What follows belongs to an exercise in optimizing a design on an open flow for small area, a short achievable clock period and few clock cycles per item; a production flow would make more cautious choices. The RTL was checked by simulation tests, not by an equivalence proof against the original design. No activity file was given, so power comes from the tool's default toggle rates.

$ cat flow/flow/run.sh
#!/bin/bash
set -euo pipefail
export RECOVER_POWER=100
bash standard.sh > standard.log 2>&1
$ cat flow/constraint.sdc
create_clock -name core_clock -period 4.0 [get_ports {clk}]
set_input_delay 0.8000 -clock core_clock [delete_from_list [all_inputs] [get_ports {clk}]]
set_output_delay 0.8000 -clock core_clock [all_outputs]
set_load 0.01 [all_outputs]
$ cat flow/design.v
module booth (
    input  wire        clk  ,
    input  wire        rst_n,
    input  wire [15:0] x    ,
    input  wire [15:0] y    ,
    input  wire        start,
    output wire [31:0] z    ,
    output wire        busy
);
assign busy = 1'b0;
wire one0, two0;
menc ue0 (.y2(y[1]), .y1(y[0]), .y0(1'b0), .one(one0), .two(two0));
wire one1, two1;
menc ue1 (.y2(y[3]), .y1(y[2]), .y0(y[1]), .one(one1), .two(two1));
wire one2, two2;
menc ue2 (.y2(y[5]), .y1(y[4]), .y0(y[3]), .one(one2), .two(two2));
wire one3, two3;
menc ue3 (.y2(y[7]), .y1(y[6]), .y0(y[5]), .one(one3), .two(two3));
wire one4, two4;
menc ue4 (.y2(y[9]), .y1(y[8]), .y0(y[7]), .one(one4), .two(two4));
wire one5, two5;
menc ue5 (.y2(y[11]), .y1(y[10]), .y0(y[9]), .one(one5), .two(two5));
wire one6, two6;
menc ue6 (.y2(y[13]), .y1(y[12]), .y0(y[11]), .one(one6), .two(two6));
wire one7, two7;
menc ue7 (.y2(y[15]), .y1(y[14]), .y0(y[13]), .one(one7), .two(two7));
wire pp0_0;
mbs upp0_0 (.xj(x[0]), .xm(1'b0), .one(one0), .two(two0), .neg(y[1]), .pp(pp0_0));
wire pp0_1;
mbs upp0_1 (.xj(x[1]), .xm(x[0]), .one(one0), .two(two0), .neg(y[1]), .pp(pp0_1));
wire pp0_2;
mbs upp0_2 (.xj(x[2]), .xm(x[1]), .one(one0), .two(two0), .neg(y[1]), .pp(pp0_2));
wire pp0_3;
mbs upp0_3 (.xj(x[3]), .xm(x[2]), .one(one0), .two(two0), .neg(y[1]), .pp(pp0_3));
wire pp0_4;
mbs upp0_4 (.xj(x[4]), .xm(x[3]), .one(one0), .two(two0), .neg(y[1]), .pp(pp0_4));
wire pp0_5;
mbs upp0_5 (.xj(x[5]), .xm(x[4]), .one(one0), .two(two0), .neg(y[1]), .pp(pp0_5));
wire pp0_6;
mbs upp0_6 (.xj(x[6]), .xm(x[5]), .one(one0), .two(two0), .neg(y[1]), .pp(pp0_6));
wire pp0_7;
mbs upp0_7 (.xj(x[7]), .xm(x[6]), .one(one0), .two(two0), .neg(y[1]), .pp(pp0_7));
wire pp0_8;
mbs upp0_8 (.xj(x[8]), .xm(x[7]), .one(one0), .two(two0), .neg(y[1]), .pp(pp0_8));
wire pp0_9;
mbs upp0_9 (.xj(x[9]), .xm(x[8]), .one(one0), .two(two0), .neg(y[1]), .pp(pp0_9));
wire pp0_10;
mbs upp0_10 (.xj(x[10]), .xm(x[9]), .one(one0), .two(two0), .neg(y[1]), .pp(pp0_10));
wire pp0_11;
mbs upp0_11 (.xj(x[11]), .xm(x[10]), .one(one0), .two(two0), .neg(y[1]), .pp(pp0_11));
wire pp0_12;
mbs upp0_12 (.xj(x[12]), .xm(x[11]), .one(one0), .two(two0), .neg(y[1]), .pp(pp0_12));
wire pp0_13;
mbs upp0_13 (.xj(x[13]), .xm(x[12]), .one(one0), .two(two0), .neg(y[1]), .pp(pp0_13));
wire pp0_14;
mbs upp0_14 (.xj(x[14]), .xm(x[13]), .one(one0), .two(two0), .neg(y[1]), .pp(pp0_14));
wire pp0_15;
mbs upp0_15 (.xj(x[15]), .xm(x[14]), .one(one0), .two(two0), .neg(y[1]), .pp(pp0_15));
wire pp0_16;
mbsn upp0_16 (.xj(x[15]), .xm(x[15]), .one(one0), .two(two0), .neg(y[1]), .pp(pp0_16));
wire s0n;
minv us0n (.a(pp0_16), .y(s0n));
wire pp1_0;
mbs upp1_0 (.xj(x[0]), .xm(1'b0), .one(one1), .two(two1), .neg(y[3]), .pp(pp1_0));
wire pp1_1;
mbs upp1_1 (.xj(x[1]), .xm(x[0]), .one(one1), .two(two1), .neg(y[3]), .pp(pp1_1));
wire pp1_2;
mbs upp1_2 (.xj(x[2]), .xm(x[1]), .one(one1), .two(two1), .neg(y[3]), .pp(pp1_2));
wire pp1_3;
mbs upp1_3 (.xj(x[3]), .xm(x[2]), .one(one1), .two(two1), .neg(y[3]), .pp(pp1_3));
wire pp1_4;
mbs upp1_4 (.xj(x[4]), .xm(x[3]), .one(one1), .two(two1), .neg(y[3]), .pp(pp1_4));
wire pp1_5;
mbs upp1_5 (.xj(x[5]), .xm(x[4]), .one(one1), .two(two1), .neg(y[3]), .pp(pp1_5));
wire pp1_6;
mbs upp1_6 (.xj(x[6]), .xm(x[5]), .one(one1), .two(two1), .neg(y[3]), .pp(pp1_6));
wire pp1_7;
mbs upp1_7 (.xj(x[7]), .xm(x[6]), .one(one1), .two(two1), .neg(y[3]), .pp(pp1_7));
wire pp1_8;
mbs upp1_8 (.xj(x[8]), .xm(x[7]), .one(one1), .two(two1), .neg(y[3]), .pp(pp1_8));
wire pp1_9;
mbs upp1_9 (.xj(x[9]), .xm(x[8]), .one(one1), .two(two1), .neg(y[3]), .pp(pp1_9));
wire pp1_10;
mbs upp1_10 (.xj(x[10]), .xm(x[9]), .one(one1), .two(two1), .neg(y[3]), .pp(pp1_10));
wire pp1_11;
mbs upp1_11 (.xj(x[11]), .xm(x[10]), .one(one1), .two(two1), .neg(y[3]), .pp(pp1_11));
wire pp1_12;
mbs upp1_12 (.xj(x[12]), .xm(x[11]), .one(one1), .two(two1), .neg(y[3]), .pp(pp1_12));
wire pp1_13;
mbs upp1_13 (.xj(x[13]), .xm(x[12]), .one(one1), .two(two1), .neg(y[3]), .pp(pp1_13));
wire pp1_14;
mbs upp1_14 (.xj(x[14]), .xm(x[13]), .one(one1), .two(two1), .neg(y[3]), .pp(pp1_14));
wire pp1_15;
mbs upp1_15 (.xj(x[15]), .xm(x[14]), .one(one1), .two(two1), .neg(y[3]), .pp(pp1_15));
wire pp1_16;
mbsn upp1_16 (.xj(x[15]), .xm(x[15]), .one(one1), .two(two1), .neg(y[3]), .pp(pp1_16));
wire pp2_0;
mbs upp2_0 (.xj(x[0]), .xm(1'b0), .one(one2), .two(two2), .neg(y[5]), .pp(pp2_0));
wire pp2_1;
mbs upp2_1 (.xj(x[1]), .xm(x[0]), .one(one2), .two(two2), .neg(y[5]), .pp(pp2_1));
wire pp2_2;
mbs upp2_2 (.xj(x[2]), .xm(x[1]), .one(one2), .two(two2), .neg(y[5]), .pp(pp2_2));
wire pp2_3;
mbs upp2_3 (.xj(x[3]), .xm(x[2]), .one(one2), .two(two2), .neg(y[5]), .pp(pp2_3));
wire pp2_4;
mbs upp2_4 (.xj(x[4]), .xm(x[3]), .one(one2), .two(two2), .neg(y[5]), .pp(pp2_4));
wire pp2_5;
mbs upp2_5 (.xj(x[5]), .xm(x[4]), .one(one2), .two(two2), .neg(y[5]), .pp(pp2_5));
wire pp2_6;
mbs upp2_6 (.xj(x[6]), .xm(x[5]), .one(one2), .two(two2), .neg(y[5]), .pp(pp2_6));
wire pp2_7;
mbs upp2_7 (.xj(x[7]), .xm(x[6]), .one(one2), .two(two2), .neg(y[5]), .pp(pp2_7));
wire pp2_8;
mbs upp2_8 (.xj(x[8]), .xm(x[7]), .one(one2), .two(two2), .neg(y[5]), .pp(pp2_8));
wire pp2_9;
mbs upp2_9 (.xj(x[9]), .xm(x[8]), .one(one2), .two(two2), .neg(y[5]), .pp(pp2_9));
wire pp2_10;
mbs upp2_10 (.xj(x[10]), .xm(x[9]), .one(one2), .two(two2), .neg(y[5]), .pp(pp2_10));
wire pp2_11;
mbs upp2_11 (.xj(x[11]), .xm(x[10]), .one(one2), .two(two2), .neg(y[5]), .pp(pp2_11));
wire pp2_12;
mbs upp2_12 (.xj(x[12]), .xm(x[11]), .one(one2), .two(two2), .neg(y[5]), .pp(pp2_12));
wire pp2_13;
mbs upp2_13 (.xj(x[13]), .xm(x[12]), .one(one2), .two(two2), .neg(y[5]), .pp(pp2_13));
wire pp2_14;
mbs upp2_14 (.xj(x[14]), .xm(x[13]), .one(one2), .two(two2), .neg(y[5]), .pp(pp2_14));
wire pp2_15;
mbs upp2_15 (.xj(x[15]), .xm(x[14]), .one(one2), .two(two2), .neg(y[5]), .pp(pp2_15));
wire pp2_16;
mbsn upp2_16 (.xj(x[15]), .xm(x[15]), .one(one2), .two(two2), .neg(y[5]), .pp(pp2_16));
wire pp3_0;
mbs upp3_0 (.xj(x[0]), .xm(1'b0), .one(one3), .two(two3), .neg(y[7]), .pp(pp3_0));
wire pp3_1;
mbs upp3_1 (.xj(x[1]), .xm(x[0]), .one(one3), .two(two3), .neg(y[7]), .pp(pp3_1));
wire pp3_2;
mbs upp3_2 (.xj(x[2]), .xm(x[1]), .one(one3), .two(two3), .neg(y[7]), .pp(pp3_2));
wire pp3_3;
mbs upp3_3 (.xj(x[3]), .xm(x[2]), .one(one3), .two(two3), .neg(y[7]), .pp(pp3_3));
wire pp3_4;
mbs upp3_4 (.xj(x[4]), .xm(x[3]), .one(one3), .two(two3), .neg(y[7]), .pp(pp3_4));
wire pp3_5;
mbs upp3_5 (.xj(x[5]), .xm(x[4]), .one(one3), .two(two3), .neg(y[7]), .pp(pp3_5));
wire pp3_6;
mbs upp3_6 (.xj(x[6]), .xm(x[5]), .one(one3), .two(two3), .neg(y[7]), .pp(pp3_6));
wire pp3_7;
mbs upp3_7 (.xj(x[7]), .xm(x[6]), .one(one3), .two(two3), .neg(y[7]), .pp(pp3_7));
wire pp3_8;
mbs upp3_8 (.xj(x[8]), .xm(x[7]), .one(one3), .two(two3), .neg(y[7]), .pp(pp3_8));
wire pp3_9;
mbs upp3_9 (.xj(x[9]), .xm(x[8]), .one(one3), .two(two3), .neg(y[7]), .pp(pp3_9));
wire pp3_10;
mbs upp3_10 (.xj(x[10]), .xm(x[9]), .one(one3), .two(two3), .neg(y[7]), .pp(pp3_10));
wire pp3_11;
mbs upp3_11 (.xj(x[11]), .xm(x[10]), .one(one3), .two(two3), .neg(y[7]), .pp(pp3_11));
wire pp3_12;
mbs upp3_12 (.xj(x[12]), .xm(x[11]), .one(one3), .two(two3), .neg(y[7]), .pp(pp3_12));
wire pp3_13;
mbs upp3_13 (.xj(x[13]), .xm(x[12]), .one(one3), .two(two3), .neg(y[7]), .pp(pp3_13));
wire pp3_14;
mbs upp3_14 (.xj(x[14]), .xm(x[13]), .one(one3), .two(two3), .neg(y[7]), .pp(pp3_14));
wire pp3_15;
mbs upp3_15 (.xj(x[15]), .xm(x[14]), .one(one3), .two(two3), .neg(y[7]), .pp(pp3_15));
wire pp3_16;
mbsn upp3_16 (.xj(x[15]), .xm(x[15]), .one(one3), .two(two3), .neg(y[7]), .pp(pp3_16));
wire pp4_0;
mbs upp4_0 (.xj(x[0]), .xm(1'b0), .one(one4), .two(two4), .neg(y[9]), .pp(pp4_0));
wire pp4_1;
mbs upp4_1 (.xj(x[1]), .xm(x[0]), .one(one4), .two(two4), .neg(y[9]), .pp(pp4_1));
wire pp4_2;
mbs upp4_2 (.xj(x[2]), .xm(x[1]), .one(one4), .two(two4), .neg(y[9]), .pp(pp4_2));
wire pp4_3;
mbs upp4_3 (.xj(x[3]), .xm(x[2]), .one(one4), .two(two4), .neg(y[9]), .pp(pp4_3));
wire pp4_4;
mbs upp4_4 (.xj(x[4]), .xm(x[3]), .one(one4), .two(two4), .neg(y[9]), .pp(pp4_4));
wire pp4_5;
mbs upp4_5 (.xj(x[5]), .xm(x[4]), .one(one4), .two(two4), .neg(y[9]), .pp(pp4_5));
wire pp4_6;
mbs upp4_6 (.xj(x[6]), .xm(x[5]), .one(one4), .two(two4), .neg(y[9]), .pp(pp4_6));
wire pp4_7;
mbs upp4_7 (.xj(x[7]), .xm(x[6]), .one(one4), .two(two4), .neg(y[9]), .pp(pp4_7));
wire pp4_8;
mbs upp4_8 (.xj(x[8]), .xm(x[7]), .one(one4), .two(two4), .neg(y[9]), .pp(pp4_8));
wire pp4_9;
mbs upp4_9 (.xj(x[9]), .xm(x[8]), .one(one4), .two(two4), .neg(y[9]), .pp(pp4_9));
wire pp4_10;
mbs upp4_10 (.xj(x[10]), .xm(x[9]), .one(one4), .two(two4), .neg(y[9]), .pp(pp4_10));
wire pp4_11;
mbs upp4_11 (.xj(x[11]), .xm(x[10]), .one(one4), .two(two4), .neg(y[9]), .pp(pp4_11));
wire pp4_12;
mbs upp4_12 (.xj(x[12]), .xm(x[11]), .one(one4), .two(two4), .neg(y[9]), .pp(pp4_12));
wire pp4_13;
mbs upp4_13 (.xj(x[13]), .xm(x[12]), .one(one4), .two(two4), .neg(y[9]), .pp(pp4_13));
wire pp4_14;
mbs upp4_14 (.xj(x[14]), .xm(x[13]), .one(one4), .two(two4), .neg(y[9]), .pp(pp4_14));
wire pp4_15;
mbs upp4_15 (.xj(x[15]), .xm(x[14]), .one(one4), .two(two4), .neg(y[9]), .pp(pp4_15));
wire pp4_16;
mbsn upp4_16 (.xj(x[15]), .xm(x[15]), .one(one4), .two(two4), .neg(y[9]), .pp(pp4_16));
wire pp5_0;
mbs upp5_0 (.xj(x[0]), .xm(1'b0), .one(one5), .two(two5), .neg(y[11]), .pp(pp5_0));
wire pp5_1;
mbs upp5_1 (.xj(x[1]), .xm(x[0]), .one(one5), .two(two5), .neg(y[11]), .pp(pp5_1));
wire pp5_2;
mbs upp5_2 (.xj(x[2]), .xm(x[1]), .one(one5), .two(two5), .neg(y[11]), .pp(pp5_2));
wire pp5_3;
mbs upp5_3 (.xj(x[3]), .xm(x[2]), .one(one5), .two(two5), .neg(y[11]), .pp(pp5_3));
wire pp5_4;
mbs upp5_4 (.xj(x[4]), .xm(x[3]), .one(one5), .two(two5), .neg(y[11]), .pp(pp5_4));
wire pp5_5;
mbs upp5_5 (.xj(x[5]), .xm(x[4]), .one(one5), .two(two5), .neg(y[11]), .pp(pp5_5));
wire pp5_6;
mbs upp5_6 (.xj(x[6]), .xm(x[5]), .one(one5), .two(two5), .neg(y[11]), .pp(pp5_6));
wire pp5_7;
mbs upp5_7 (.xj(x[7]), .xm(x[6]), .one(one5), .two(two5), .neg(y[11]), .pp(pp5_7));
wire pp5_8;
mbs upp5_8 (.xj(x[8]), .xm(x[7]), .one(one5), .two(two5), .neg(y[11]), .pp(pp5_8));
wire pp5_9;
mbs upp5_9 (.xj(x[9]), .xm(x[8]), .one(one5), .two(two5), .neg(y[11]), .pp(pp5_9));
wire pp5_10;
mbs upp5_10 (.xj(x[10]), .xm(x[9]), .one(one5), .two(two5), .neg(y[11]), .pp(pp5_10));
wire pp5_11;
mbs upp5_11 (.xj(x[11]), .xm(x[10]), .one(one5), .two(two5), .neg(y[11]), .pp(pp5_11));
wire pp5_12;
mbs upp5_12 (.xj(x[12]), .xm(x[11]), .one(one5), .two(two5), .neg(y[11]), .pp(pp5_12));
wire pp5_13;
mbs upp5_13 (.xj(x[13]), .xm(x[12]), .one(one5), .two(two5), .neg(y[11]), .pp(pp5_13));
wire pp5_14;
mbs upp5_14 (.xj(x[14]), .xm(x[13]), .one(one5), .two(two5), .neg(y[11]), .pp(pp5_14));
wire pp5_15;
mbs upp5_15 (.xj(x[15]), .xm(x[14]), .one(one5), .two(two5), .neg(y[11]), .pp(pp5_15));
wire pp5_16;
mbsn upp5_16 (.xj(x[15]), .xm(x[15]), .one(one5), .two(two5), .neg(y[11]), .pp(pp5_16));
wire pp6_0;
mbs upp6_0 (.xj(x[0]), .xm(1'b0), .one(one6), .two(two6), .neg(y[13]), .pp(pp6_0));
wire pp6_1;
mbs upp6_1 (.xj(x[1]), .xm(x[0]), .one(one6), .two(two6), .neg(y[13]), .pp(pp6_1));
wire pp6_2;
mbs upp6_2 (.xj(x[2]), .xm(x[1]), .one(one6), .two(two6), .neg(y[13]), .pp(pp6_2));
wire pp6_3;
mbs upp6_3 (.xj(x[3]), .xm(x[2]), .one(one6), .two(two6), .neg(y[13]), .pp(pp6_3));
wire pp6_4;
mbs upp6_4 (.xj(x[4]), .xm(x[3]), .one(one6), .two(two6), .neg(y[13]), .pp(pp6_4));
wire pp6_5;
mbs upp6_5 (.xj(x[5]), .xm(x[4]), .one(one6), .two(two6), .neg(y[13]), .pp(pp6_5));
wire pp6_6;
mbs upp6_6 (.xj(x[6]), .xm(x[5]), .one(one6), .two(two6), .neg(y[13]), .pp(pp6_6));
wire pp6_7;
mbs upp6_7 (.xj(x[7]), .xm(x[6]), .one(one6), .two(two6), .neg(y[13]), .pp(pp6_7));
wire pp6_8;
mbs upp6_8 (.xj(x[8]), .xm(x[7]), .one(one6), .two(two6), .neg(y[13]), .pp(pp6_8));
wire pp6_9;
mbs upp6_9 (.xj(x[9]), .xm(x[8]), .one(one6), .two(two6), .neg(y[13]), .pp(pp6_9));
wire pp6_10;
mbs upp6_10 (.xj(x[10]), .xm(x[9]), .one(one6), .two(two6), .neg(y[13]), .pp(pp6_10));
wire pp6_11;
mbs upp6_11 (.xj(x[11]), .xm(x[10]), .one(one6), .two(two6), .neg(y[13]), .pp(pp6_11));
wire pp6_12;
mbs upp6_12 (.xj(x[12]), .xm(x[11]), .one(one6), .two(two6), .neg(y[13]), .pp(pp6_12));
wire pp6_13;
mbs upp6_13 (.xj(x[13]), .xm(x[12]), .one(one6), .two(two6), .neg(y[13]), .pp(pp6_13));
wire pp6_14;
mbs upp6_14 (.xj(x[14]), .xm(x[13]), .one(one6), .two(two6), .neg(y[13]), .pp(pp6_14));
wire pp6_15;
mbs upp6_15 (.xj(x[15]), .xm(x[14]), .one(one6), .two(two6), .neg(y[13]), .pp(pp6_15));
wire pp6_16;
mbsn upp6_16 (.xj(x[15]), .xm(x[15]), .one(one6), .two(two6), .neg(y[13]), .pp(pp6_16));
wire pp7_0;
mbs upp7_0 (.xj(x[0]), .xm(1'b0), .one(one7), .two(two7), .neg(y[15]), .pp(pp7_0));
wire pp7_1;
mbs upp7_1 (.xj(x[1]), .xm(x[0]), .one(one7), .two(two7), .neg(y[15]), .pp(pp7_1));
wire pp7_2;
mbs upp7_2 (.xj(x[2]), .xm(x[1]), .one(one7), .two(two7), .neg(y[15]), .pp(pp7_2));
wire pp7_3;
mbs upp7_3 (.xj(x[3]), .xm(x[2]), .one(one7), .two(two7), .neg(y[15]), .pp(pp7_3));
wire pp7_4;
mbs upp7_4 (.xj(x[4]), .xm(x[3]), .one(one7), .two(two7), .neg(y[15]), .pp(pp7_4));
wire pp7_5;
mbs upp7_5 (.xj(x[5]), .xm(x[4]), .one(one7), .two(two7), .neg(y[15]), .pp(pp7_5));
wire pp7_6;
mbs upp7_6 (.xj(x[6]), .xm(x[5]), .one(one7), .two(two7), .neg(y[15]), .pp(pp7_6));
wire pp7_7;
mbs upp7_7 (.xj(x[7]), .xm(x[6]), .one(one7), .two(two7), .neg(y[15]), .pp(pp7_7));
wire pp7_8;
mbs upp7_8 (.xj(x[8]), .xm(x[7]), .one(one7), .two(two7), .neg(y[15]), .pp(pp7_8));
wire pp7_9;
mbs upp7_9 (.xj(x[9]), .xm(x[8]), .one(one7), .two(two7), .neg(y[15]), .pp(pp7_9));
wire pp7_10;
mbs upp7_10 (.xj(x[10]), .xm(x[9]), .one(one7), .two(two7), .neg(y[15]), .pp(pp7_10));
wire pp7_11;
mbs upp7_11 (.xj(x[11]), .xm(x[10]), .one(one7), .two(two7), .neg(y[15]), .pp(pp7_11));
wire pp7_12;
mbs upp7_12 (.xj(x[12]), .xm(x[11]), .one(one7), .two(two7), .neg(y[15]), .pp(pp7_12));
wire pp7_13;
mbs upp7_13 (.xj(x[13]), .xm(x[12]), .one(one7), .two(two7), .neg(y[15]), .pp(pp7_13));
wire pp7_14;
mbs upp7_14 (.xj(x[14]), .xm(x[13]), .one(one7), .two(two7), .neg(y[15]), .pp(pp7_14));
wire pp7_15;
mbs upp7_15 (.xj(x[15]), .xm(x[14]), .one(one7), .two(two7), .neg(y[15]), .pp(pp7_15));
wire pp7_16;
mbsn upp7_16 (.xj(x[15]), .xm(x[15]), .one(one7), .two(two7), .neg(y[15]), .pp(pp7_16));
wire s1, c2;
mha us1 (.a(y[3]), .b(pp0_2), .s(s1), .co(c2));
wire s3, c4;
mha us3 (.a(pp0_3), .b(pp1_1), .s(s3), .co(c4));
wire s5, c6;
mfa us5 (.a(y[5]), .b(pp0_4), .c(pp1_2), .s(s5), .co(c6));
wire s7, c8;
mha us7 (.a(pp2_0), .b(c4), .s(s7), .co(c8));
wire s9, c10;
mfa us9 (.a(pp0_5), .b(pp1_3), .c(pp2_1), .s(s9), .co(c10));
wire s11, c12;
mha us11 (.a(c6), .b(c8), .s(s11), .co(c12));
wire s13, c14;
mfa us13 (.a(y[7]), .b(pp0_6), .c(pp1_4), .s(s13), .co(c14));
wire s15, c16;
mfa us15 (.a(pp2_2), .b(pp3_0), .c(c10), .s(s15), .co(c16));
wire s17, c18;
mha us17 (.a(s13), .b(c12), .s(s17), .co(c18));
wire s19, c20;
mfa us19 (.a(pp0_7), .b(pp1_5), .c(pp2_3), .s(s19), .co(c20));
wire s21, c22;
mfa us21 (.a(pp3_1), .b(c14), .c(s19), .s(s21), .co(c22));
wire s23, c24;
mha us23 (.a(c16), .b(c18), .s(s23), .co(c24));
wire s25, c26;
mfa us25 (.a(y[9]), .b(pp0_8), .c(pp1_6), .s(s25), .co(c26));
wire s27, c28;
mfa us27 (.a(pp2_4), .b(pp3_2), .c(pp4_0), .s(s27), .co(c28));
wire s29, c30;
mfa us29 (.a(c20), .b(s25), .c(s27), .s(s29), .co(c30));
wire s31, c32;
mha us31 (.a(c22), .b(s29), .s(s31), .co(c32));
wire s33, c34;
mfa us33 (.a(pp0_9), .b(pp1_7), .c(pp2_5), .s(s33), .co(c34));
wire s35, c36;
mfa us35 (.a(pp3_3), .b(pp4_1), .c(c26), .s(s35), .co(c36));
wire s37, c38;
mfa us37 (.a(c28), .b(s33), .c(s35), .s(s37), .co(c38));
wire s39, c40;
mha us39 (.a(c30), .b(c32), .s(s39), .co(c40));
wire s41, c42;
mfa us41 (.a(y[11]), .b(pp0_10), .c(pp1_8), .s(s41), .co(c42));
wire s43, c44;
mfa us43 (.a(pp2_6), .b(pp3_4), .c(pp4_2), .s(s43), .co(c44));
wire s45, c46;
mfa us45 (.a(pp5_0), .b(c34), .c(s41), .s(s45), .co(c46));
wire s47, c48;
mfa us47 (.a(s43), .b(c36), .c(s45), .s(s47), .co(c48));
wire s49, c50;
mha us49 (.a(c38), .b(c40), .s(s49), .co(c50));
wire s51, c52;
mfa us51 (.a(pp0_11), .b(pp1_9), .c(pp2_7), .s(s51), .co(c52));
wire s53, c54;
mfa us53 (.a(pp3_5), .b(pp4_3), .c(pp5_1), .s(s53), .co(c54));
wire s55, c56;
mfa us55 (.a(c42), .b(c44), .c(s51), .s(s55), .co(c56));
wire s57, c58;
mfa us57 (.a(s53), .b(c46), .c(s55), .s(s57), .co(c58));
wire s59, c60;
mha us59 (.a(c48), .b(s57), .s(s59), .co(c60));
wire s61, c62;
mfa us61 (.a(y[13]), .b(pp0_12), .c(pp1_10), .s(s61), .co(c62));
wire s63, c64;
mfa us63 (.a(pp2_8), .b(pp3_6), .c(pp4_4), .s(s63), .co(c64));
wire s65, c66;
mfa us65 (.a(pp5_2), .b(pp6_0), .c(c52), .s(s65), .co(c66));
wire s67, c68;
mfa us67 (.a(c54), .b(s61), .c(s63), .s(s67), .co(c68));
wire s69, c70;
mfa us69 (.a(s65), .b(c56), .c(s67), .s(s69), .co(c70));
wire s71, c72;
mha us71 (.a(c58), .b(s69), .s(s71), .co(c72));
wire s73, c74;
mfa us73 (.a(pp0_13), .b(pp1_11), .c(pp2_9), .s(s73), .co(c74));
wire s75, c76;
mfa us75 (.a(pp3_7), .b(pp4_5), .c(pp5_3), .s(s75), .co(c76));
wire s77, c78;
mfa us77 (.a(pp6_1), .b(c62), .c(c64), .s(s77), .co(c78));
wire s79, c80;
mfa us79 (.a(s73), .b(s75), .c(c66), .s(s79), .co(c80));
wire s81, c82;
mfa us81 (.a(s77), .b(c68), .c(s79), .s(s81), .co(c82));
wire s83, c84;
mha us83 (.a(c70), .b(c72), .s(s83), .co(c84));
wire s85, c86;
mfa us85 (.a(y[15]), .b(pp0_14), .c(pp1_12), .s(s85), .co(c86));
wire s87, c88;
mfa us87 (.a(pp2_10), .b(pp3_8), .c(pp4_6), .s(s87), .co(c88));
wire s89, c90;
mfa us89 (.a(pp5_4), .b(pp6_2), .c(pp7_0), .s(s89), .co(c90));
wire s91, c92;
mfa us91 (.a(c74), .b(c76), .c(s85), .s(s91), .co(c92));
wire s93, c94;
mfa us93 (.a(s87), .b(s89), .c(c78), .s(s93), .co(c94));
wire s95, c96;
mfa us95 (.a(s91), .b(c80), .c(s93), .s(s95), .co(c96));
wire s97, c98;
mha us97 (.a(c82), .b(s95), .s(s97), .co(c98));
wire s99, c100;
mfa us99 (.a(pp0_15), .b(pp1_13), .c(pp2_11), .s(s99), .co(c100));
wire s101, c102;
mfa us101 (.a(pp3_9), .b(pp4_7), .c(pp5_5), .s(s101), .co(c102));
wire s103, c104;
mfa us103 (.a(pp6_3), .b(pp7_1), .c(c86), .s(s103), .co(c104));
wire s105, c106;
mfa us105 (.a(c88), .b(c90), .c(s99), .s(s105), .co(c106));
wire s107, c108;
mfa us107 (.a(s101), .b(s103), .c(c92), .s(s107), .co(c108));
wire s109, c110;
mfa us109 (.a(s105), .b(c94), .c(s107), .s(s109), .co(c110));
wire s111, c112;
mha us111 (.a(c96), .b(s109), .s(s111), .co(c112));
wire s113, c114;
mfa us113 (.a(s0n), .b(pp1_14), .c(pp2_12), .s(s113), .co(c114));
wire s115, c116;
mfa us115 (.a(pp3_10), .b(pp4_8), .c(pp5_6), .s(s115), .co(c116));
wire s117, c118;
mfa us117 (.a(pp6_4), .b(pp7_2), .c(c100), .s(s117), .co(c118));
wire s119, c120;
mfa us119 (.a(c102), .b(s113), .c(s115), .s(s119), .co(c120));
wire s121, c122;
mfa us121 (.a(c104), .b(s117), .c(c106), .s(s121), .co(c122));
wire s123, c124;
mfa us123 (.a(s119), .b(c108), .c(s121), .s(s123), .co(c124));
wire s125, c126;
mha us125 (.a(c110), .b(s123), .s(s125), .co(c126));
wire s127, c128;
mfa us127 (.a(s0n), .b(pp1_15), .c(pp2_13), .s(s127), .co(c128));
wire s129, c130;
mfa us129 (.a(pp3_11), .b(pp4_9), .c(pp5_7), .s(s129), .co(c130));
wire s131, c132;
mfa us131 (.a(pp6_5), .b(pp7_3), .c(c114), .s(s131), .co(c132));
wire s133, c134;
mfa us133 (.a(c116), .b(s127), .c(s129), .s(s133), .co(c134));
wire s135, c136;
mfa us135 (.a(c118), .b(s131), .c(c120), .s(s135), .co(c136));
wire s137, c138;
mfa us137 (.a(s133), .b(c122), .c(s135), .s(s137), .co(c138));
wire s139, c140;
mha us139 (.a(c124), .b(s137), .s(s139), .co(c140));
wire s141, c142;
mfa us141 (.a(pp0_16), .b(pp1_16), .c(pp2_14), .s(s141), .co(c142));
wire s143, c144;
mfa us143 (.a(pp3_12), .b(pp4_10), .c(pp5_8), .s(s143), .co(c144));
wire s145, c146;
mfa us145 (.a(pp6_6), .b(pp7_4), .c(c128), .s(s145), .co(c146));
wire s147, c148;
mfa us147 (.a(c130), .b(s141), .c(s143), .s(s147), .co(c148));
wire s149, c150;
mfa us149 (.a(c132), .b(s145), .c(c134), .s(s149), .co(c150));
wire s151, c152;
mfa us151 (.a(s147), .b(c136), .c(s149), .s(s151), .co(c152));
wire s153, c154;
mha us153 (.a(c138), .b(s151), .s(s153), .co(c154));
wire s155;
minv us155 (.a(pp2_15), .y(s155));
wire s156, c157;
mfa us156 (.a(pp3_13), .b(pp4_11), .c(pp5_9), .s(s156), .co(c157));
wire s158, c159;
mfa us158 (.a(pp6_7), .b(pp7_5), .c(s155), .s(s158), .co(c159));
wire s160, c161;
mfa us160 (.a(c142), .b(c144), .c(s156), .s(s160), .co(c161));
wire s162, c163;
mfa us162 (.a(s158), .b(c146), .c(c148), .s(s162), .co(c163));
wire s164, c165;
mfa us164 (.a(s160), .b(c150), .c(s162), .s(s164), .co(c165));
wire s166, c167;
mha us166 (.a(c152), .b(s164), .s(s166), .co(c167));
wire s168, c169;
mfa us168 (.a(pp2_16), .b(pp3_14), .c(pp4_12), .s(s168), .co(c169));
wire s170, c171;
mfa us170 (.a(pp5_10), .b(pp6_8), .c(pp7_6), .s(s170), .co(c171));
wire s172, c173;
mfa us172 (.a(pp2_15), .b(c157), .c(s168), .s(s172), .co(c173));
wire s174, c175;
mfa us174 (.a(s170), .b(c159), .c(c161), .s(s174), .co(c175));
wire s176, c177;
mfa us176 (.a(s172), .b(c163), .c(s174), .s(s176), .co(c177));
wire s178, c179;
mha us178 (.a(c165), .b(s176), .s(s178), .co(c179));
wire s180;
minv us180 (.a(pp3_15), .y(s180));
wire s181, c182;
mfa us181 (.a(pp4_13), .b(pp5_11), .c(pp6_9), .s(s181), .co(c182));
wire s183, c184;
mfa us183 (.a(pp7_7), .b(s180), .c(c169), .s(s183), .co(c184));
wire s185, c186;
mfa us185 (.a(c171), .b(s181), .c(s183), .s(s185), .co(c186));
wire s187, c188;
mfa us187 (.a(c173), .b(c175), .c(s185), .s(s187), .co(c188));
wire s189, c190;
mha us189 (.a(c177), .b(s187), .s(s189), .co(c190));
wire s191, c192;
mfa us191 (.a(pp3_16), .b(pp4_14), .c(pp5_12), .s(s191), .co(c192));
wire s193, c194;
mfa us193 (.a(pp6_10), .b(pp7_8), .c(pp3_15), .s(s193), .co(c194));
wire s195, c196;
mfa us195 (.a(c182), .b(s191), .c(s193), .s(s195), .co(c196));
wire s197, c198;
mfa us197 (.a(c184), .b(s195), .c(c186), .s(s197), .co(c198));
wire s199, c200;
mha us199 (.a(c188), .b(s197), .s(s199), .co(c200));
wire s201;
minv us201 (.a(pp4_15), .y(s201));
wire s202, c203;
mfa us202 (.a(pp5_13), .b(pp6_11), .c(pp7_9), .s(s202), .co(c203));
wire s204, c205;
mfa us204 (.a(s201), .b(c192), .c(c194), .s(s204), .co(c205));
wire s206, c207;
mfa us206 (.a(s202), .b(s204), .c(c196), .s(s206), .co(c207));
wire s208, c209;
mha us208 (.a(s206), .b(c198), .s(s208), .co(c209));
wire s210, c211;
mfa us210 (.a(pp4_16), .b(pp5_14), .c(pp6_12), .s(s210), .co(c211));
wire s212, c213;
mfa us212 (.a(pp7_10), .b(pp4_15), .c(c203), .s(s212), .co(c213));
wire s214, c215;
mfa us214 (.a(s210), .b(c205), .c(s212), .s(s214), .co(c215));
wire s216, c217;
mha us216 (.a(c207), .b(s214), .s(s216), .co(c217));
wire s218;
minv us218 (.a(pp5_15), .y(s218));
wire s219, c220;
mfa us219 (.a(pp6_13), .b(pp7_11), .c(s218), .s(s219), .co(c220));
wire s221, c222;
mfa us221 (.a(c211), .b(s219), .c(c213), .s(s221), .co(c222));
wire s223, c224;
mha us223 (.a(c215), .b(s221), .s(s223), .co(c224));
wire s225, c226;
mfa us225 (.a(pp5_16), .b(pp6_14), .c(pp7_12), .s(s225), .co(c226));
wire s227, c228;
mfa us227 (.a(pp5_15), .b(s225), .c(c220), .s(s227), .co(c228));
wire s229, c230;
mha us229 (.a(s227), .b(c222), .s(s229), .co(c230));
wire s231;
minv us231 (.a(pp6_15), .y(s231));
wire s232, c233;
mfa us232 (.a(pp7_13), .b(s231), .c(c226), .s(s232), .co(c233));
wire s234, c235;
mha us234 (.a(s232), .b(c228), .s(s234), .co(c235));
wire s236, c237;
mfa us236 (.a(pp6_16), .b(pp7_14), .c(pp6_15), .s(s236), .co(c237));
wire s238, c239;
mha us238 (.a(s236), .b(c233), .s(s238), .co(c239));
wire s240;
minv us240 (.a(pp7_15), .y(s240));
wire s241, c242;
mha us241 (.a(s240), .b(c237), .s(s241), .co(c242));
wire s243, c244;
mha us243 (.a(pp7_16), .b(pp7_15), .s(s243), .co(c244));
wire s245;
minv us245 (.a(c244), .y(s245));
wire lp246, lg247;
mha ulp246 (.a(pp0_0), .b(y[1]), .s(lp246), .co(lg247));
wire lp248, lg249;
mha ulp248 (.a(pp1_0), .b(s1), .s(lp248), .co(lg249));
wire lp250, lg251;
mha ulp250 (.a(c2), .b(s3), .s(lp250), .co(lg251));
wire lp252, lg253;
mha ulp252 (.a(s5), .b(s7), .s(lp252), .co(lg253));
wire lp254, lg255;
mha ulp254 (.a(s9), .b(s11), .s(lp254), .co(lg255));
wire lp256, lg257;
mha ulp256 (.a(s15), .b(s17), .s(lp256), .co(lg257));
wire lp258, lg259;
mha ulp258 (.a(s21), .b(s23), .s(lp258), .co(lg259));
wire lp260, lg261;
mha ulp260 (.a(c24), .b(s31), .s(lp260), .co(lg261));
wire lp262, lg263;
mha ulp262 (.a(s37), .b(s39), .s(lp262), .co(lg263));
wire lq264;
mand ulq264 (.a(lp248), .b(pp0_1), .y(lq264));
wire lg265;
mao ulg265 (.g1(lg253), .p1(lp252), .g0(lg251), .g(lg265));
wire lq266;
mand ulq266 (.a(lp252), .b(lp250), .y(lq266));
wire lg267;
mao ulg267 (.g1(lg257), .p1(lp256), .g0(lg255), .g(lg267));
wire lq268;
mand ulq268 (.a(lp256), .b(lp254), .y(lq268));
wire lg269;
mao ulg269 (.g1(lg261), .p1(lp260), .g0(lg259), .g(lg269));
wire lq270;
mand ulq270 (.a(lp260), .b(lp258), .y(lq270));
wire la271;
mand ula271 (.a(pp0_1), .b(lg247), .y(la271));
wire lg272;
mao ulg272 (.g1(lg249), .p1(lq264), .g0(lg247), .g(lg272));
wire lg273;
mao ulg273 (.g1(lg255), .p1(lp254), .g0(lg265), .g(lg273));
wire lq274;
mand ulq274 (.a(lp254), .b(lq266), .y(lq274));
wire lg275;
mao ulg275 (.g1(lg267), .p1(lq268), .g0(lg265), .g(lg275));
wire lq276;
mand ulq276 (.a(lq268), .b(lq266), .y(lq276));
wire lg277;
mao ulg277 (.g1(lg263), .p1(lp262), .g0(lg269), .g(lg277));
wire lq278;
mand ulq278 (.a(lp262), .b(lq270), .y(lq278));
wire lg279;
mao ulg279 (.g1(lg251), .p1(lp250), .g0(lg272), .g(lg279));
wire lg280;
mao ulg280 (.g1(lg265), .p1(lq266), .g0(lg272), .g(lg280));
wire lg281;
mao ulg281 (.g1(lg273), .p1(lq274), .g0(lg272), .g(lg281));
wire lg282;
mao ulg282 (.g1(lg275), .p1(lq276), .g0(lg272), .g(lg282));
wire lg283;
mao ulg283 (.g1(lg259), .p1(lp258), .g0(lg282), .g(lg283));
wire lg284;
mao ulg284 (.g1(lg269), .p1(lq270), .g0(lg282), .g(lg284));
wire lg285;
mao ulg285 (.g1(lg277), .p1(lq278), .g0(lg282), .g(lg285));
wire ls286;
mxor uls286 (.a(pp0_1), .b(lg247), .y(ls286));
wire ls287;
mxor uls287 (.a(lp248), .b(la271), .y(ls287));
wire ls288;
mxor uls288 (.a(lp250), .b(lg272), .y(ls288));
wire ls289;
mxor uls289 (.a(lp252), .b(lg279), .y(ls289));
wire ls290;
mxor uls290 (.a(lp254), .b(lg280), .y(ls290));
wire ls291;
mxor uls291 (.a(lp256), .b(lg281), .y(ls291));
wire ls292;
mxor uls292 (.a(lp258), .b(lg282), .y(ls292));
wire ls293;
mxor uls293 (.a(lp260), .b(lg283), .y(ls293));
wire ls294;
mxor uls294 (.a(lp262), .b(lg284), .y(ls294));
reg [10:0] qlo;
reg [21:0] qa;
reg [20:0] qb;
wire hp295, hg296;
mha uhp295 (.a(qa[0]), .b(qb[0]), .s(hp295), .co(hg296));
wire hp297, hg298;
mha uhp297 (.a(qa[1]), .b(qb[1]), .s(hp297), .co(hg298));
wire hp299, hg300;
mha uhp299 (.a(qa[2]), .b(qb[2]), .s(hp299), .co(hg300));
wire hp301, hg302;
mha uhp301 (.a(qa[3]), .b(qb[3]), .s(hp301), .co(hg302));
wire hp303, hg304;
mha uhp303 (.a(qa[4]), .b(qb[4]), .s(hp303), .co(hg304));
wire hp305, hg306;
mha uhp305 (.a(qa[5]), .b(qb[5]), .s(hp305), .co(hg306));
wire hp307, hg308;
mha uhp307 (.a(qa[6]), .b(qb[6]), .s(hp307), .co(hg308));
wire hp309, hg310;
mha uhp309 (.a(qa[7]), .b(qb[7]), .s(hp309), .co(hg310));
wire hp311, hg312;
mha uhp311 (.a(qa[8]), .b(qb[8]), .s(hp311), .co(hg312));
wire hp313, hg314;
mha uhp313 (.a(qa[9]), .b(qb[9]), .s(hp313), .co(hg314));
wire hp315, hg316;
mha uhp315 (.a(qa[10]), .b(qb[10]), .s(hp315), .co(hg316));
wire hp317, hg318;
mha uhp317 (.a(qa[11]), .b(qb[11]), .s(hp317), .co(hg318));
wire hp319, hg320;
mha uhp319 (.a(qa[12]), .b(qb[12]), .s(hp319), .co(hg320));
wire hp321, hg322;
mha uhp321 (.a(qa[13]), .b(qb[13]), .s(hp321), .co(hg322));
wire hp323, hg324;
mha uhp323 (.a(qa[14]), .b(qb[14]), .s(hp323), .co(hg324));
wire hp325, hg326;
mha uhp325 (.a(qa[15]), .b(qb[15]), .s(hp325), .co(hg326));
wire hp327, hg328;
mha uhp327 (.a(qa[16]), .b(qb[16]), .s(hp327), .co(hg328));
wire hp329, hg330;
mha uhp329 (.a(qa[17]), .b(qb[17]), .s(hp329), .co(hg330));
wire hp331, hg332;
mha uhp331 (.a(qa[18]), .b(qb[18]), .s(hp331), .co(hg332));
wire hp333, hg334;
mha uhp333 (.a(qa[19]), .b(qb[19]), .s(hp333), .co(hg334));
wire hp335, hg336;
mha uhp335 (.a(qa[20]), .b(qb[20]), .s(hp335), .co(hg336));
wire hg337;
mao uhg337 (.g1(hg296), .p1(hp295), .g0(qlo[10]), .g(hg337));
wire hg338;
mao uhg338 (.g1(hg300), .p1(hp299), .g0(hg298), .g(hg338));
wire hq339;
mand uhq339 (.a(hp299), .b(hp297), .y(hq339));
wire hg340;
mao uhg340 (.g1(hg304), .p1(hp303), .g0(hg302), .g(hg340));
wire hq341;
mand uhq341 (.a(hp303), .b(hp301), .y(hq341));
wire hg342;
mao uhg342 (.g1(hg308), .p1(hp307), .g0(hg306), .g(hg342));
wire hq343;
mand uhq343 (.a(hp307), .b(hp305), .y(hq343));
wire hg344;
mao uhg344 (.g1(hg312), .p1(hp311), .g0(hg310), .g(hg344));
wire hq345;
mand uhq345 (.a(hp311), .b(hp309), .y(hq345));
wire hg346;
mao uhg346 (.g1(hg316), .p1(hp315), .g0(hg314), .g(hg346));
wire hq347;
mand uhq347 (.a(hp315), .b(hp313), .y(hq347));
wire hg348;
mao uhg348 (.g1(hg320), .p1(hp319), .g0(hg318), .g(hg348));
wire hq349;
mand uhq349 (.a(hp319), .b(hp317), .y(hq349));
wire hg350;
mao uhg350 (.g1(hg324), .p1(hp323), .g0(hg322), .g(hg350));
wire hq351;
mand uhq351 (.a(hp323), .b(hp321), .y(hq351));
wire hg352;
mao uhg352 (.g1(hg328), .p1(hp327), .g0(hg326), .g(hg352));
wire hq353;
mand uhq353 (.a(hp327), .b(hp325), .y(hq353));
wire hg354;
mao uhg354 (.g1(hg332), .p1(hp331), .g0(hg330), .g(hg354));
wire hq355;
mand uhq355 (.a(hp331), .b(hp329), .y(hq355));
wire hg356;
mao uhg356 (.g1(hg336), .p1(hp335), .g0(hg334), .g(hg356));
wire hq357;
mand uhq357 (.a(hp335), .b(hp333), .y(hq357));
wire hg358;
mao uhg358 (.g1(hg298), .p1(hp297), .g0(hg337), .g(hg358));
wire hg359;
mao uhg359 (.g1(hg338), .p1(hq339), .g0(hg337), .g(hg359));
wire hg360;
mao uhg360 (.g1(hg306), .p1(hp305), .g0(hg340), .g(hg360));
wire hq361;
mand uhq361 (.a(hp305), .b(hq341), .y(hq361));
wire hg362;
mao uhg362 (.g1(hg342), .p1(hq343), .g0(hg340), .g(hg362));
wire hq363;
mand uhq363 (.a(hq343), .b(hq341), .y(hq363));
wire hg364;
mao uhg364 (.g1(hg314), .p1(hp313), .g0(hg344), .g(hg364));
wire hq365;
mand uhq365 (.a(hp313), .b(hq345), .y(hq365));
wire hg366;
mao uhg366 (.g1(hg346), .p1(hq347), .g0(hg344), .g(hg366));
wire hq367;
mand uhq367 (.a(hq347), .b(hq345), .y(hq367));
wire hg368;
mao uhg368 (.g1(hg322), .p1(hp321), .g0(hg348), .g(hg368));
wire hq369;
mand uhq369 (.a(hp321), .b(hq349), .y(hq369));
wire hg370;
mao uhg370 (.g1(hg350), .p1(hq351), .g0(hg348), .g(hg370));
wire hq371;
mand uhq371 (.a(hq351), .b(hq349), .y(hq371));
wire hg372;
mao uhg372 (.g1(hg330), .p1(hp329), .g0(hg352), .g(hg372));
wire hq373;
mand uhq373 (.a(hp329), .b(hq353), .y(hq373));
wire hg374;
mao uhg374 (.g1(hg354), .p1(hq355), .g0(hg352), .g(hg374));
wire hq375;
mand uhq375 (.a(hq355), .b(hq353), .y(hq375));
wire ha376;
mand uha376 (.a(qa[21]), .b(hg356), .y(ha376));
wire hq377;
mand uhq377 (.a(qa[21]), .b(hq357), .y(hq377));
wire hg378;
mao uhg378 (.g1(hg302), .p1(hp301), .g0(hg359), .g(hg378));
wire hg379;
mao uhg379 (.g1(hg340), .p1(hq341), .g0(hg359), .g(hg379));
wire hg380;
mao uhg380 (.g1(hg360), .p1(hq361), .g0(hg359), .g(hg380));
wire hg381;
mao uhg381 (.g1(hg362), .p1(hq363), .g0(hg359), .g(hg381));
wire hg382;
mao uhg382 (.g1(hg318), .p1(hp317), .g0(hg366), .g(hg382));
wire hq383;
mand uhq383 (.a(hp317), .b(hq367), .y(hq383));
wire hg384;
mao uhg384 (.g1(hg348), .p1(hq349), .g0(hg366), .g(hg384));
wire hq385;
mand uhq385 (.a(hq349), .b(hq367), .y(hq385));
wire hg386;
mao uhg386 (.g1(hg368), .p1(hq369), .g0(hg366), .g(hg386));
wire hq387;
mand uhq387 (.a(hq369), .b(hq367), .y(hq387));
wire hg388;
mao uhg388 (.g1(hg370), .p1(hq371), .g0(hg366), .g(hg388));
wire hq389;
mand uhq389 (.a(hq371), .b(hq367), .y(hq389));
wire hg390;
mao uhg390 (.g1(hg334), .p1(hp333), .g0(hg374), .g(hg390));
wire hq391;
mand uhq391 (.a(hp333), .b(hq375), .y(hq391));
wire hg392;
mao uhg392 (.g1(hg356), .p1(hq357), .g0(hg374), .g(hg392));
wire hq393;
mand uhq393 (.a(hq357), .b(hq375), .y(hq393));
wire hg394;
mao uhg394 (.g1(ha376), .p1(hq377), .g0(hg374), .g(hg394));
wire hq395;
mand uhq395 (.a(hq377), .b(hq375), .y(hq395));
wire hg396;
mao uhg396 (.g1(hg310), .p1(hp309), .g0(hg381), .g(hg396));
wire hg397;
mao uhg397 (.g1(hg344), .p1(hq345), .g0(hg381), .g(hg397));
wire hg398;
mao uhg398 (.g1(hg364), .p1(hq365), .g0(hg381), .g(hg398));
wire hg399;
mao uhg399 (.g1(hg366), .p1(hq367), .g0(hg381), .g(hg399));
wire hg400;
mao uhg400 (.g1(hg382), .p1(hq383), .g0(hg381), .g(hg400));
wire hg401;
mao uhg401 (.g1(hg384), .p1(hq385), .g0(hg381), .g(hg401));
wire hg402;
mao uhg402 (.g1(hg386), .p1(hq387), .g0(hg381), .g(hg402));
wire hg403;
mao uhg403 (.g1(hg388), .p1(hq389), .g0(hg381), .g(hg403));
wire hg404;
mao uhg404 (.g1(hg326), .p1(hp325), .g0(hg403), .g(hg404));
wire hg405;
mao uhg405 (.g1(hg352), .p1(hq353), .g0(hg403), .g(hg405));
wire hg406;
mao uhg406 (.g1(hg372), .p1(hq373), .g0(hg403), .g(hg406));
wire hg407;
mao uhg407 (.g1(hg374), .p1(hq375), .g0(hg403), .g(hg407));
wire hg408;
mao uhg408 (.g1(hg390), .p1(hq391), .g0(hg403), .g(hg408));
wire hg409;
mao uhg409 (.g1(hg392), .p1(hq393), .g0(hg403), .g(hg409));
wire hg410;
mao uhg410 (.g1(hg394), .p1(hq395), .g0(hg403), .g(hg410));
wire hs411;
mxor uhs411 (.a(hp295), .b(qlo[10]), .y(hs411));
wire hs412;
mxor uhs412 (.a(hp297), .b(hg337), .y(hs412));
wire hs413;
mxor uhs413 (.a(hp299), .b(hg358), .y(hs413));
wire hs414;
mxor uhs414 (.a(hp301), .b(hg359), .y(hs414));
wire hs415;
mxor uhs415 (.a(hp303), .b(hg378), .y(hs415));
wire hs416;
mxor uhs416 (.a(hp305), .b(hg379), .y(hs416));
wire hs417;
mxor uhs417 (.a(hp307), .b(hg380), .y(hs417));
wire hs418;
mxor uhs418 (.a(hp309), .b(hg381), .y(hs418));
wire hs419;
mxor uhs419 (.a(hp311), .b(hg396), .y(hs419));
wire hs420;
mxor uhs420 (.a(hp313), .b(hg397), .y(hs420));
wire hs421;
mxor uhs421 (.a(hp315), .b(hg398), .y(hs421));
wire hs422;
mxor uhs422 (.a(hp317), .b(hg399), .y(hs422));
wire hs423;
mxor uhs423 (.a(hp319), .b(hg400), .y(hs423));
wire hs424;
mxor uhs424 (.a(hp321), .b(hg401), .y(hs424));
wire hs425;
mxor uhs425 (.a(hp323), .b(hg402), .y(hs425));
wire hs426;
mxor uhs426 (.a(hp325), .b(hg403), .y(hs426));
wire hs427;
mxor uhs427 (.a(hp327), .b(hg404), .y(hs427));
wire hs428;
mxor uhs428 (.a(hp329), .b(hg405), .y(hs428));
wire hs429;
mxor uhs429 (.a(hp331), .b(hg406), .y(hs429));
wire hs430;
mxor uhs430 (.a(hp333), .b(hg407), .y(hs430));
wire hs431;
mxor uhs431 (.a(hp335), .b(hg408), .y(hs431));
wire hs432;
mxor uhs432 (.a(qa[21]), .b(hg409), .y(hs432));
assign z = {hs432, hs431, hs430, hs429, hs428, hs427, hs426, hs425, hs424, hs423, hs422, hs421, hs420, hs419, hs418, hs417, hs416, hs415, hs414, hs413, hs412, hs411, qlo[9], qlo[8], qlo[7], qlo[6], qlo[5], qlo[4], qlo[3], qlo[2], qlo[1], qlo[0]};
always @(posedge clk)
    if (start) begin
        qlo <= {lg285, ls294, ls293, ls292, ls291, ls290, ls289, ls288, ls287, ls286, lp246};
        qa <= {s245, c242, c239, c235, c230, c224, c217, c209, c200, c190, c179, c167, c154, c140, c126, c112, c98, c84, s81, c60, c50, s47};
        qb <= {s243, s241, s238, s234, s229, s223, s216, s208, s199, s189, s178, s166, s153, s139, s125, s111, s97, s83, s71, s59, s49};
    end
endmodule
module menc (input wire y2, input wire y1, input wire y0, output wire one, output wire two);
assign one = y1 ^ y0;
assign two = (y2 & ~y1 & ~y0) | (~y2 & y1 & y0);
endmodule
module mbs (input wire xj, input wire xm, input wire one, input wire two, input wire neg, output wire pp);
assign pp = ((one & xj) | (two & xm)) ^ neg;
endmodule
module mbsn (input wire xj, input wire xm, input wire one, input wire two, input wire neg, output wire pp);
assign pp = ~(((one & xj) | (two & xm)) ^ neg);
endmodule
module mfa (input wire a, input wire b, input wire c, output wire s, output wire co);
assign s  = a ^ b ^ c;
assign co = (a & b) | (a & c) | (b & c);
endmodule
module mha (input wire a, input wire b, output wire s, output wire co);
assign s  = a ^ b;
assign co = a & b;
endmodule
module minv (input wire a, output wire y);
assign y = ~a;
endmodule
module mand (input wire a, input wire b, output wire y);
assign y = a & b;
endmodule
module mxor (input wire a, input wire b, output wire y);
assign y = a ^ b;
endmodule
module mao (input wire g1, input wire p1, input wire g0, output wire g);
assign g = g1 | (p1 & g0);
endmodule
$ cat flow/standard.sh
#!/bin/bash
# synth_recipe.tcl (not shown) runs the flow's synth.tcl, then flattens the netlist and writes it again
# the make line also repeats each setting of config.mk as NAME=value (left out here)
make -C /OpenROAD-flow-scripts/flow DESIGN_CONFIG=/design/flow/config.mk WORK_HOME=/design/flow/orfs CLKGATE_MAP_FILE= SYNTH_SCRIPT=/design/flow/synth_recipe.tcl "${@:-finish}"
$ cat flow/config.mk
export PLATFORM = sky130hd
export DESIGN_NAME = booth
export DESIGN_NICKNAME = booth
export VERILOG_FILES = /design/flow/design.v
export SDC_FILE = /design/flow/constraint.sdc
export NUM_CORES = 4
export LEC_CHECK = 0
export CAP_MARGIN = 20
export CORE_MARGIN = 2
export CORE_UTILIZATION = 40
export SLEW_MARGIN = 20
export SYNTH_HIERARCHICAL = 1
export SYNTH_MINIMUM_KEEP_SIZE = 0
==> run notes, run 1 <==
number of global-route vias before repair 6,800; post-layout util 55.7%; Hold Path Cell Cnt 3; Core Rows 53; post-synthesis sequential area ratio 19.1%; # setup viols final 0; initial antenna violation count 0; worst-case clock buffer depth 2; TritonCTS buffer count 5; DR vias/cell 5.30; Final ANT Viol Nets 0; cell count after synthesis 671; Sw Pwr 0.00307 W; # diodes 0; WL per Instance 18.7 um; Layout Nets 1,075; pwr dens 655 mW/mm^2; clock network fraction of total power 6.7%; initial core utilization 40.6%; Die Ht 150 um; Worst-path clk slew 0.07 ns; CTS tree yes; SO Viols max-capacitance violations, max-slew violations; largest net degree at the start of global routing 27; Critical Path Fanout Max 7; hold crit path type in2reg; minimum clock period 3.92 ns; core region area 0.0210 sq mm; gr ovfl total 0; switch share 40.2%; Routed WL 21,900 um; Mapped Avg Cell Area 12.7 sq um; port buffer count 65; # DRC 0; global-route wire length before repair 35,600 um; Final Hold Fails 0; Hold WS 1.34 ns; Worst EP required 4.06 ns; dpl ws -0.737 ns; FF+latch count, synth 54; full die area 0.0224 sq mm; number of max-cap violations 1; Slew Viols, Final 27; Cell variety after synth 14; worst-margin pin slew 1.67 ns; Iter 0 DRT Violations 270; Slew HR -11.6%; Syn. warnings 7; Ports 68; critical path class in2reg; GRT Total Usage 20.4%; Final WS setup 0.0763 ns; Fmax 255 MHz; worst vdd ir 314 uV; root buf cell clkbuf_16; Layout area overhead 37.4%; Leakage 4.69 nW; fraction of layout cells with a size suffix above 1 43.3%; Hold Path Origin y[1]; status failed layout checks; crit end category register; vias 6,183; H-tree Lvls 2; clock sink total 54; Seq pwr share 16.9%; Int Pwr 0.00458 W; CP Launch Type input port; Comb pwr share 76.4%; Post-DP HPWL 16,800 um; Post-CTS Hold Fix Bufs 0; period utilisation layout 98.1%; RePlAce Congestion 0.854; Pre-Repair DR Iteration Count 6; Mapped Area 0.00850 sq mm; WP data arrival 3.98 ns; Die Wd 150 um; WHS Endpoint qlo[0]
Yosys stat by module, one instance, submodules excluded:
module	times used	flops+latches
minv	8	0
booth	1	54
mbs	128	0
mfa	90	0
mxor	31	0
mbsn	8	0
mao	59	0
mand	32	0
mha	59	0
menc	8	0
power by group through the flow:
stage / clock network (W) / logic [W] / registers, W
floorplan: 0 / 0.00420 / 0.00129
global placement: 0 / 0.00575 / 0.00131
detailed placement: 0 / 0.00591 / 0.00131
CTS: 0.000530 / 0.00611 / 0.00130
global route: 0.000547 / 0.00662 / 0.00132
finish: 0.000512 / 0.00585 / 0.00129
cell families after synthesis:
kind of cell | after synthesis | share of synthesized area [%]
AOI/OAI and AO/OA | 203 | 26.4
xor gates and xnor gates | 175 | 18.0
adders and majority gates | 149 | 29.9
DFF | 54 | 19.1
and+or+nand+nor | 48 | 3.30
buffers and inverters | 41 | 3.27
other | 1 | 0.0441
cell usage after synthesis, drive strengths merged:
cell type    n  area [sq um]
a22oi      136          1700
fa          90          1800
nand2        8          30.0
ha          59           738
xor2        47           412
nand2b       8          50.1
inv          8          30.0
xnor2      128          1120
and2        32           200
a21o        59           443
conb         1          3.75
o22ai        8           100
buf         33           248
edfxtp      54          1620
layout make-up:
cell class	instances	area (sq um)
clock buffer	5	125
clock inverter	3	43.8
fill	1785	9280
inverter	8	30.0
multi-input combinational	587	7130
sequential	54	1620
tap	275	344
timing repair buffer	235	2380
sequential cells by signal, summed over array words and instances (netlist names):
name  flops
qlo      11
qa       22
qb       21
critical path: stages:
cell      delay, ns
clkbuf_2       0.10
buf_12         0.13
buf_12         0.12
xor2_4         0.15
buf_12         0.15
a22oi_2        0.19
xnor2_1        0.17
fa_1           0.50
fa_2           0.42
fa_1           0.53
fa_1           0.42
ha_1           0.30
stage by stage:
stage                     total power [W]  std cells  setup TNS [ns]  area [sq um]
final                             0.00765       1167               0         11700
after global routing              0.00848       1167        -0.00236         11700
after CTS                         0.00794       1159               0         11600
after detailed placement          0.00722       1127          -21.43         11000
after global placement            0.00706       1127          -19.75         11000
after floorplan                   0.00549        682         -0.0894          8810
metal layers:
layer / part of all wire (%) / GRT usage [%]
met1: 44 / 27.2
met2: 50 / 35.1
met3: 5.2 / 2.65
met4: 1.3 / 5.19
met5: 0 / 0
how the worst max path moves through the flow:
stage | startpoint | end | depth (start not counted)
floorplan | y[8] | qb[7] | 9
global placement | y[6] | qb[11] | 9
CTS | y[6] | qlo[9] | 15
finish | y[7] | qb[9] | 12
detailed placement | y[1] | qb[5] | 11
global route | y[7] | qlo[9] | 16
cells in the final DEF (no fill, tap or decap), drive strengths merged:
cell and n:
buf 169, a22oi 136, xnor2 128, fa 90, a21o 59, ha 59, edfxtp 54, xor2 47
and2 32, dlygate4sd3 32, clkbuf 19, clkdlybuf4s50 18, conb 12, inv 9, o22ai 8, nand2b 8
nand2 8, clkinv 1, bufinv 1, dlygate4sd2 1, dlymetal6s2s 1
repair_timing:
item                                    in CTS  in global routing
endpoints found under the setup margin      32                 20
hold endpoints to repair                     0                  0
buffers inserted                            24                 10
resized for setup                           67                 48
gates cloned                                 1                  0
pin swaps                                   29                 26
Testbench counts, summed over its fixed seeds: cycles 3,200, items 3,200.
==> run 2, diff against run 1 <==
==> flow/flow/run.sh (replaced) <==
#!/bin/bash
set -euo pipefail
export BUFFER_PORTS_ARGS="-buffer_cell sky130_fd_sc_hd__buf_2"
bash standard.sh > standard.log 2>&1
==> run notes, run 2 <==
vias 5,850; M1 WL 9030 um; Iter 0 DRT Violations 283; # DRC 0; WL met2 10,500 um; Compound-Gate Fraction of Synth Area 26.4%; core region area 0.0210 sq mm; Fmax 256 MHz; Final ANT Viol Nets 0; Die Ht 150 um; Post-Synth XOR/XNOR Area 18.0%; Mapped Area 0.00850 sq mm; post-layout util 49.5%; root buf cell clkbuf_16; gr ovfl total 0; number of global-route vias before repair 6,454; max reg flops 22; Slew HR 53.6%; CTS tree yes; Async SR Flop Fraction 0%; global-route wire length before repair 33,900 um; Layout area overhead 22.1%; number of max-cap violations 0; Core Rows 53; biggest regs qa (22), qb (21), qlo (11); period utilisation layout 97.5%; Ports 68; Post-CTS Hold Fix Bufs 0; highest routed layer met4; worst-margin pin slew 0.697 ns; Largest Register qa; WL per Instance 18.9 um; most frequent cell after synthesis a22oi_2; clock sink total 54; ranking of synthesized cells by area fa_1 21%, a22oi_2 20%, edfxtp_1 19%; Layout Nets 1,005; RSZ-0062 raised after global routing false; Critical Path Fanout Max 6; adder-cell share of the synthesized area 29.9%; pwr dens 680 mW/mm^2; area leader, netlist fa_1; Leakage 4.13 nW; GRT Total Usage 19.5%; cell count after synthesis 671; fraction of layout cells with a size suffix above 1 42.3%; Routed WL 20,700 um; Final TNS setup 0 ns; mux contribution to synthesized area 0%; Post-Synth Simple-Gate Area 3.30%; WP data arrival 3.96 ns; Final Hold Fails 0; CP Launch Type input port; Synth Flop Type edfxtp_1; main combinational cell family by area after synthesis adder cells; H-tree Lvls 2; commonest non-fill, non-tap cells in the layout 136 x a22oi_2, 125 x xnor2_1, 83 x buf_4; Post-DP HPWL 16,600 um; TritonCTS buffer count 5; Slew Viols, Final 0; Worst EP required 4.06 ns; largest net degree at the start of global routing 28; # diodes 0; most common library cell in the layout ignoring fill and taps a22oi_2; Die Wd 150 um; DR vias/cell 5.33; initial antenna violation count 0; Worst-path clk slew 0.08 ns; crit end category register; initial core utilization 40.6%; port buffer count 65; full die area 0.0224 sq mm; minimum clock period 3.90 ns; Cell variety after synth 14; worst-case clock buffer depth 2; Syn. warnings 7; worst vdd ir 464 uV; share of the synthesized area in the top cell type 21.2%; number of synthesized flops with an enable pin 54; status timing/DRC/antenna clean; Routed met3 length 800 um; Pre-Repair DR Iteration Count 4; # setup viols final 0; Post-synth top cells 136 x a22oi_2, 128 x xnor2_1, 90 x fa_1; critical path class in2reg; Mapped Avg Cell Area 12.7 sq um; post-synthesis sequential area ratio 19.1%; RePlAce Congestion 0.873; hold crit path type in2reg; FF+latch count, synth 54
-- run 2: cell counts after synthesis --
No cell type changed its count.
-- run 2: cell type report --
class                   instances  area (sq um)
multi-input cells             587          6950
well taps                     275           344
clock buffers                   5           125
repair buffers                165          1270
inverters                       8          30.0
clock inverters                 3          47.5
flip-flops and latches         54          1620
fillers                      1917         10600
-- run 2: per-stage QoR --
step | worst slack, ns | power (W) | std cells | hold WS (ns) | cell area [sq um]
5_1_grt | 0.00495 | 0.00788 | 1097 | 1.11 | 10400
6_report | 0.101 | 0.00706 | 1097 | 1.07 | 10400
2_1_floorplan | -0.0344 | 0.00549 | 682 | 0.912 | 8810
3_5_place_dp | -0.276 | 0.00662 | 1088 | 1.21 | 10100
3_3_place_gp | -0.219 | 0.00647 | 1088 | 1.21 | 10100
4_1_cts | 0.0496 | 0.00720 | 1096 | 1.10 | 10300
-- run 2: per-module statistics from Yosys, one instance, submodules excluded, excerpt --
module / flops+latches / cells
menc: 0 / 4
mfa: 0 / 1
mbsn: 0 / 2
mand: 0 / 1
minv: 0 / 1
mbs: 0 / 2
-- run 2: path summary, 6_finish.rpt --
kind	startpoint	end	cells past startpoint	slack, ns
worst max-delay path	y[1]	qb[5]	11	0.10
worst min-delay path	start	qb[18]	1	1.07
-- run 2: worst max-delay path: stages --
cell and delay (ns):
clkbuf_4 0.17, buf_12 0.14, xor2_4 0.16, buf_4 0.16
a22oi_2 0.23, xnor2_1 0.17, fa_2 0.51, fa_1 0.42
fa_1 0.51, fa_1 0.41, ha_1 0.28
-- run 2: power breakdown --
| group | internal, W | leakage, nW | switching [W] |
|---|---|---|---|
| sequential | 0.00122 | 0.526 | 0.0000761 |
| clock | 0.000300 | 0.0844 | 0.000230 |
| combinational | 0.00254 | 3.52 | 0.00269 |
-- run 2: cells by family (layout without fill, tap and decap cells) --
logic type,Yosys count,in the layout
other,1,12
XOR/XNOR,175,175
flip-flops,54,54
AO/OA/AOI/OAI,203,203
adder cells (fa/ha/maj),149,149
buffers and inverters,41,181
AND/OR/NAND/NOR,48,48
-- run 2: repair_timing --
| item | CTS | global route |
|---|---|---|
| resized for setup | 0 | 15 |
| buffers inserted | 0 | 1 |
| endpoints found under the setup margin | 0 | 10 |
-- run 2: metal layers --
layer	vias to the layer above	track usage (%)
met2	111	34.7
met1	2991	25.4
met5	-	0
met3	22	2.29
met4	0	4.76
li1	2726	-

==> separate check: timing with driven ports <==
How much do the figures lean on ideal ports? The routed layouts below were timed once more, with nothing changed but the port constraints. Step 1: set_driving_cell puts a clkbuf_16 on clk and a buf_2 on each other input, an assumption about the parent block. Step 2 moves the port delays by t, midway between the first and last clock arrival at a register: inputs arrive t later, outputs are due t later. That takes back most of the time a late clock gives input paths. Three values: ideal ports, drivers, drivers and shift; two values: the first two.
run	t (ns)	setup slack, ns	worst hold slack (ns)
run 1	0.350	0.076 / 0.087 / -0.264	1.342 / 1.333 / 1.684
run 2	0.354	0.101 / 0.109 / -0.245	1.072 / 1.043 / 1.239
The setup slack of run 2, which loses most, moves by +0.008 ns with the drivers and by -0.346 ns with both steps.
